This is an optimization exercise on Yosys and OpenROAD, whose aim is small area and a short achievable clock period, not a production implementation.
At most, simulation tests tie the RTL to the original design; equivalence was not proved.
Power and IR drop assume default switching activity.

== job 8179 ==
Design m6502_org, start of the top module:
module m6502_org (clk,
   addr,
   dataenb,
   datai,
   datao,
   irq_n,
   nmi_n,
   sob_n,
   res_n,
   rdy,
   vpa,
   sync,
   we_n
   );
Size: roughly 1700 cells after synthesis, ~170 flip-flops, about 42 I/O pins, roughly 0.014 mm^2 of cells after synthesis.
==> flow/config.mk <==
export PLATFORM = sky130hd
export DESIGN_NAME = m6502_org
export DESIGN_NICKNAME = m6502_org
export VERILOG_FILES = /design/flow/design.v
export SDC_FILE = /design/flow/constraint.sdc
export NUM_CORES = 4
export LEC_CHECK = 0
export CAP_MARGIN = 20
export CORE_MARGIN = 2
export CORE_UTILIZATION = 40
export PLACE_DENSITY = 0.6
export SETUP_SLACK_MARGIN = 5
export SLEW_MARGIN = 20
==> flow/constraint.sdc <==
create_clock -name core_clock -period 10.0 [get_ports {clk}]
set_input_delay 2.0000 -clock core_clock [delete_from_list [all_inputs] [get_ports {clk}]]
set_output_delay 2.0000 -clock core_clock [all_outputs]
set_load 0.01 [all_outputs]
standard.sh (not shown) runs the stock make flow with config.mk's settings and CLKGATE_MAP_FILE= SYNTH_SCRIPT=/design/flow/synth_recipe.tcl, a recipe that flattens the netlist after the stock synthesis.
==> flow/flow/run.sh <==
#!/bin/bash
set -e
cp standard.sh standard_copy.sh.txt
export BUFFER_PORTS_ARGS="-buffer_cell sky130_fd_sc_hd__buf_4"
bash standard.sh > standard.log 2>&1
The final layout from job 8179, which completed every stage, passed the timing, design-rule and antenna checks at the end of the flow.
Inputs modified between job 8179 and job 8758:
diff --git a/flow/config.mk b/flow/config.mk
--- a/flow/config.mk
+++ b/flow/config.mk
@@ -7,2 +7,3 @@
 export LEC_CHECK = 0
+export ABC_AREA = 1
 export CAP_MARGIN = 20
@@ -10,2 +11,5 @@
 export CORE_UTILIZATION = 40
+export CTS_BUF_LIST = sky130_fd_sc_hd__clkbuf_8
+export CTS_CLUSTER_DIAMETER = 100
+export CTS_CLUSTER_SIZE = 30
 export PLACE_DENSITY = 0.6
## What came out
The run showing the smaller area taken by multi-input logic gates is job 8758. Sort job 8179 and job 8758 by clock group total power, ascending, and job 8758 comes first. Going from job 8179 to job 8758, number of non-clock inverters in the layout +219, first-iteration DRC count +177, required time at the endpoint of the critical path ~0 delta, multi-input combinational area share -3.3 points.
Modified inputs, job 9284 compared to job 8758
==> flow/flow/run.sh <==
#!/bin/bash
set -e
cp standard.sh standard_copy.sh.txt
export BUFFER_PORTS_ARGS="-buffer_cell sky130_fd_sc_hd__buf_4"
export SETUP_SLACK_MARGIN=5.5
bash standard.sh > standard.log 2>&1
diff --git a/flow/config.mk b/flow/config.mk
--- a/flow/config.mk
+++ b/flow/config.mk
@@ -11,7 +11,3 @@
 export CORE_UTILIZATION = 40
-export CTS_BUF_LIST = sky130_fd_sc_hd__clkbuf_8
-export CTS_CLUSTER_DIAMETER = 100
-export CTS_CLUSTER_SIZE = 30
 export PLACE_DENSITY = 0.6
-export SETUP_SLACK_MARGIN = 5
 export SLEW_MARGIN = 20
Notes after the runs:
Changes observed in job 9284 relative to job 8758: net total in the final layout went up 64; non-clock buffer count went up about 90%; design area went up 8.2%.
Summary of the comparison: clock group total power is higher in job 9284, relative to job 8758.
Here is what was changed in the inputs of job 4479 compared with job 9284.
==> flow/flow/run.sh <==
#!/bin/bash
set -e
cp standard.sh standard_copy.sh.txt
export BUFFER_PORTS_ARGS="-buffer_cell sky130_fd_sc_hd__buf_4"
bash standard.sh > standard.log 2>&1
diff --git a/flow/config.mk b/flow/config.mk
--- a/flow/config.mk
+++ b/flow/config.mk
@@ -12,2 +12,3 @@
 export PLACE_DENSITY = 0.6
+export SETUP_SLACK_MARGIN = 4.7
 export SLEW_MARGIN = 20
### Flow results
Between job 4479 and job 9284, the difference in worst hold slack is negligible. Job 4479: PASS, flow complete, no timing, DRC or antenna violations. Per the comparison of job 4479 with job 9284, final non-filler cell area went down, layout overhead on the synthesized area went down.


Starting RTL as in the previous note.
==> flow/config.mk <==
export PLATFORM = sky130hd
export DESIGN_NAME = m6502_org
export DESIGN_NICKNAME = m6502_org
export VERILOG_FILES = /design/flow/design.v
export SDC_FILE = /design/flow/constraint.sdc
export NUM_CORES = 4
export LEC_CHECK = 0
export ABC_AREA = 1
export CAP_MARGIN = 5
export CORE_MARGIN = 2
export CORE_UTILIZATION = 40
export PLACE_DENSITY = 0.6
export SETUP_SLACK_MARGIN = 5
export SLEW_MARGIN = 5
==> flow/constraint.sdc <==
create_clock -name core_clock -period 10.0 [get_ports {clk}]
set_input_delay 2.0000 -clock core_clock [delete_from_list [all_inputs] [get_ports {clk}]]
set_output_delay 2.0000 -clock core_clock [all_outputs]
set_load 0.01 [all_outputs]
==> flow/flow/run.sh <==
#!/bin/bash
set -e
cp standard.sh standard_copy.sh.txt
export BUFFER_PORTS_ARGS="-buffer_cell sky130_fd_sc_hd__buf_4"
bash standard.sh > standard.log 2>&1
The baseline completed without violations.
Rerun with:
Settings changed: CAP_MARGIN 5 to 20, SLEW_MARGIN 5 to 20.
The new run completed without violations. Clock-buffer cell count does not change. Global-route usage is unchanged. Cell area is unchanged. Maximum frequency does not change. Register-to-register slack hardly moves. Routed wire length stays the same. Clock skew does not change. Power stays the same. Via count is unchanged. Core utilization stays the same.


Another version of the RTL of m6502_org (not shown whole).
Size: roughly 2000 cells after synthesis, about 180 flip-flops, about 42 I/O pins, roughly 13000 µm² of cells after synthesis.
export LEC_CHECK = 0
export ABC_AREA = 1
export CAP_MARGIN = 20
export CORE_MARGIN = 2
export CORE_UTILIZATION = 40
export PLACE_DENSITY = 0.6
export SETUP_SLACK_MARGIN = 5
export SLEW_MARGIN = 20
create_clock -name core_clock -period 10.0 [get_ports {clk}]
==> flow/flow/run.sh <==
#!/bin/bash
set -e
export BUFFER_PORTS_ARGS="-buffer_cell sky130_fd_sc_hd__buf_2"
bash standard.sh > standard.log 2>&1
The baseline completed with no timing, DRC or antenna violations.
==> next run, changes <==
--- a/flow/config.mk
+++ b/flow/config.mk
@@ -12 +12 @@
-export PLACE_DENSITY = 0.6
+export PLACE_DENSITY = 0.7
The new run completed with no timing, DRC or antenna violations.
Via count increases by 0.86%.
Sequential power stays flat.
Synthesized cell count does not change.
Worst setup slack loses 0.092 ns.
Clock power went down by about 12%.
Flip-flop and latch count is unchanged.
Hold slack stays flat.
Cell area is lower by about 0.5%.
No run of this note included a check of the RTL's function; only the layout flow was run.


## job 5363
Another version of the RTL of m6502_org (not shown whole).
For scale: roughly 42 I/O pins, about 14,000 sq um of cells after synthesis.
## m6502_org
module m6502_org (clk,
   addr,
   dataenb,
   datai,
   datao,
   irq_n,
   nmi_n,
   sob_n,
   res_n,
   rdy,
   vpa,
   sync,
   we_n
   );
Settings: LEC_CHECK=0, ABC_AREA=1, CAP_MARGIN=20, CORE_MARGIN=2, CORE_UTILIZATION=40, PLACE_DENSITY=0.6, SETUP_SLACK_MARGIN=5, SLEW_MARGIN=20; clock period 10.0 ns.
==> flow/flow/run.sh <==
#!/bin/bash
set -e
cp standard.sh standard_copy.sh.txt
export BUFFER_PORTS_ARGS="-buffer_cell sky130_fd_sc_hd__buf_4"
bash standard.sh > standard.log 2>&1
Relative to job 5363, the following input files were edited for job 4707:
# job 5363
export LEC_CHECK = 0
export ABC_AREA = 1
export CAP_MARGIN = 20
export CORE_MARGIN = 2
export CORE_UTILIZATION = 40
export PLACE_DENSITY = 0.6
export SETUP_SLACK_MARGIN = 5
export SLEW_MARGIN = 20
create_clock -name core_clock -period 10.0 [get_ports {clk}]
# job 4707
export LEC_CHECK = 0
export ABC_AREA = 1
export CAP_MARGIN = 20
export CORE_MARGIN = 2
export CORE_UTILIZATION = 40
export PLACE_DENSITY = 0.6
export SETUP_SLACK_MARGIN = 4.7
export SLEW_MARGIN = 20
create_clock -name core_clock -period 10.0 [get_ports {clk}]
==> comparison <==
- Result: PASS for each of job 5363 and job 4707
- Summary — routed length on met3, job 4707 relative to job 5363: higher, by 230 um.
- On via count of the first global-routing pass: job 4707 sits below job 5363.
- Relative to job 5363, sequential group share of total power has increased by 1.3 points in job 4707.
- Comparing job 4707 against job 5363, there is no change at all in synthesized cell count.
- In the final reports, the cell area of job 4707 is smaller than that of job 5363.
Function was not checked in any run of this note: the RTL went through the layout flow alone.


Setup of rev 12:
Another version of the RTL of m6502_org (not shown whole).
Size in the first run: ~170 flip-flops, about 42 I/O pins.
clock: 10.0 ns
lec_check: 0
abc_area: 1
cap_margin: 20
core_margin: 2
core_utilization: 40
place_density: 0.6
setup_slack_margin: 5
slew_margin: 20
Scripts as last shown in full above: flow/flow/run.sh
For rev 13, these inputs were changed with respect to rev 12:
# rev 12
export LEC_CHECK = 0
export ABC_AREA = 1
export CAP_MARGIN = 20
export CORE_MARGIN = 2
export CORE_UTILIZATION = 40
export PLACE_DENSITY = 0.6
export SETUP_SLACK_MARGIN = 5
export SLEW_MARGIN = 20
create_clock -name core_clock -period 10.0 [get_ports {clk}]
# rev 13
export LEC_CHECK = 0
export ABC_AREA = 1
export CAP_MARGIN = 20
export CORE_MARGIN = 2
export CORE_UTILIZATION = 40
export PLACE_DENSITY = 0.7
export SETUP_SLACK_MARGIN = 5
export SLEW_MARGIN = 20
export SYNTH_HIERARCHICAL = 1
create_clock -name core_clock -period 10.0 [get_ports {clk}]
==> flow/flow/run.sh <==
#!/bin/bash
set -e
export BUFFER_PORTS_ARGS="-buffer_cell sky130_fd_sc_hd__buf_2"
bash standard.sh > standard.log 2>&1
## What came out
Looking at final cycle utilization of the critical path, rev 13 sits above rev 12. The worst hold slack in rev 13 sits 0.040 ns above the value recorded for rev 12. Aggregate routed wire length sits higher in rev 13 than in rev 12. Largest incremental delay on the critical path in rev 13 is 0.04 ns higher than in rev 12. In the tables for rev 12 and rev 13, number of buffers outside the clock class in the layout reads lower with rev 13.


MS:
Starting RTL as in the previous note.
clock: 10.0 ns
lec_check: 0
abc_area: 1
cap_margin: 20
core_margin: 2
core_utilization: 40
place_density: 0.5
setup_slack_margin: 5
slew_margin: 20
==> flow/flow/run.sh <==
#!/bin/bash
set -e
export BUFFER_PORTS_ARGS="-buffer_cell sky130_fd_sc_hd__buf_2"
bash standard.sh > standard.log 2>&1
In summary, MS completed successfully, with a layout that passed the timing, design-rule and antenna checks.
Input changes introduced in JK (baseline for comparison: MS):
# MS
export LEC_CHECK = 0
export ABC_AREA = 1
export CAP_MARGIN = 20
export CORE_MARGIN = 2
export CORE_UTILIZATION = 40
export PLACE_DENSITY = 0.5
export SETUP_SLACK_MARGIN = 5
export SLEW_MARGIN = 20
create_clock -name core_clock -period 10.0 [get_ports {clk}]
# JK
export LEC_CHECK = 0
export ABC_AREA = 1
export CAP_MARGIN = 20
export CORE_MARGIN = 2
export CORE_UTILIZATION = 40
export PLACE_DENSITY = 0.6
export SETUP_SLACK_MARGIN = 5
export SLEW_MARGIN = 20
create_clock -name core_clock -period 10.0 [get_ports {clk}]
diff --git a/flow/flow/run.sh b/flow/flow/run.sh
--- a/flow/flow/run.sh
+++ b/flow/flow/run.sh
@@ -2,0 +3 @@
+cp standard.sh standard_copy.sh.txt
==> results.txt <==
In summary, JK completed successfully, with a layout that passed the timing, design-rule and antenna checks. MS ended with every stage complete and zero timing, DRC or antenna violations. Looking at global-route usage over all layers, JK sits below MS. Comparing MS and JK, the higher met3 layer usage reported by global route was measured on JK. JK vs MS, average wire length per cell after detail routing went down by 3.1%. Diff MS and JK: top fanout value on the critical path higher in JK. Non-filler instance count after layout delta (MS -> JK): insignificant. Compared with MS, in JK count of plain and timing-repair buffers increased 3; adder and majority gate portion of the synthesized area essentially unchanged; tightest hold margin increased 0.0064 ns. Any difference in final instance area between MS and JK is small enough to ignore. Comparing MS and JK, the lower critical path's largest stage delay is on MS.

[afterwards: timing with drivers on the ports]
No port has a modelled driver above. Below, the same layouts with a new extraction and two added sets of constraints. Step 1: set_driving_cell puts a clkbuf_16 on clk and a buf_2 on each other input, an assumption about the parent block. Step 2 adds t to the input delays and takes it off the output delays; t is the mean of the earliest and latest rising clock arrival at the registers after step 1. Input paths then give back, and output paths get back, about the clock's delay inside the block. a / b / c = ideal ports / drivers / drivers and shift; a / b = the first two.
run	t (ns)	slack for setup (ns)	hold WS [ns]	worst register clock-pin slew, ns	worst data-port slew with drivers (ns)
job 8179	0.516	5.021 / 4.965 / 4.952	0.353 / 0.353 / 0.353	0.09 / 0.09	0.03
job 8758	0.541	5.098 / 5.047 / 4.644	0.361 / 0.361 / 0.361	0.12 / 0.12	0.03
job 9284	0.498	5.323 / 5.268 / 5.272	0.356 / 0.356 / 0.356	0.08 / 0.08	0.04
job 4479	0.495	4.888 / 4.844 / 4.428	0.355 / 0.355 / 0.355	0.08 / 0.08	0.03
the first run of note 2	0.502	5.095 / 5.035 / 4.899	0.358 / 0.358 / 0.358	0.08 / 0.08	0.03
the second run of note 2	0.502	5.095 / 5.035 / 4.899	0.358 / 0.358 / 0.358	0.08 / 0.08	0.03
the first run of note 3	0.520	5.141 / 5.085 / 5.067	0.352 / 0.352 / 0.352	0.09 / 0.09	0.04
the second run of note 3	0.508	5.049 / 4.992 / 4.985	0.355 / 0.355 / 0.355	0.08 / 0.08	0.03
job 5363	0.508	5.048 / 4.994 / 5.091	0.359 / 0.359 / 0.359	0.09 / 0.09	0.03
job 4707	0.506	4.844 / 4.789 / 5.085	0.359 / 0.359 / 0.359	0.09 / 0.09	0.03
rev 12	0.506	5.145 / 5.089 / 4.689	0.362 / 0.362 / 0.362	0.09 / 0.09	0.08
rev 13	0.512	5.078 / 5.026 / 4.807	0.402 / 0.402 / 0.402	0.08 / 0.08	0.07
MS	0.511	5.095 / 5.041 / 4.735	0.352 / 0.352 / 0.352	0.10 / 0.10	0.03
JK	0.499	5.107 / 5.051 / 4.883	0.358 / 0.358 / 0.358	0.09 / 0.09	0.05
After both steps setup and hold are still met in every run listed. For job 4479, which loses most, drivers alone change the setup slack by -0.044 ns; drivers and shift together by -0.460 ns.
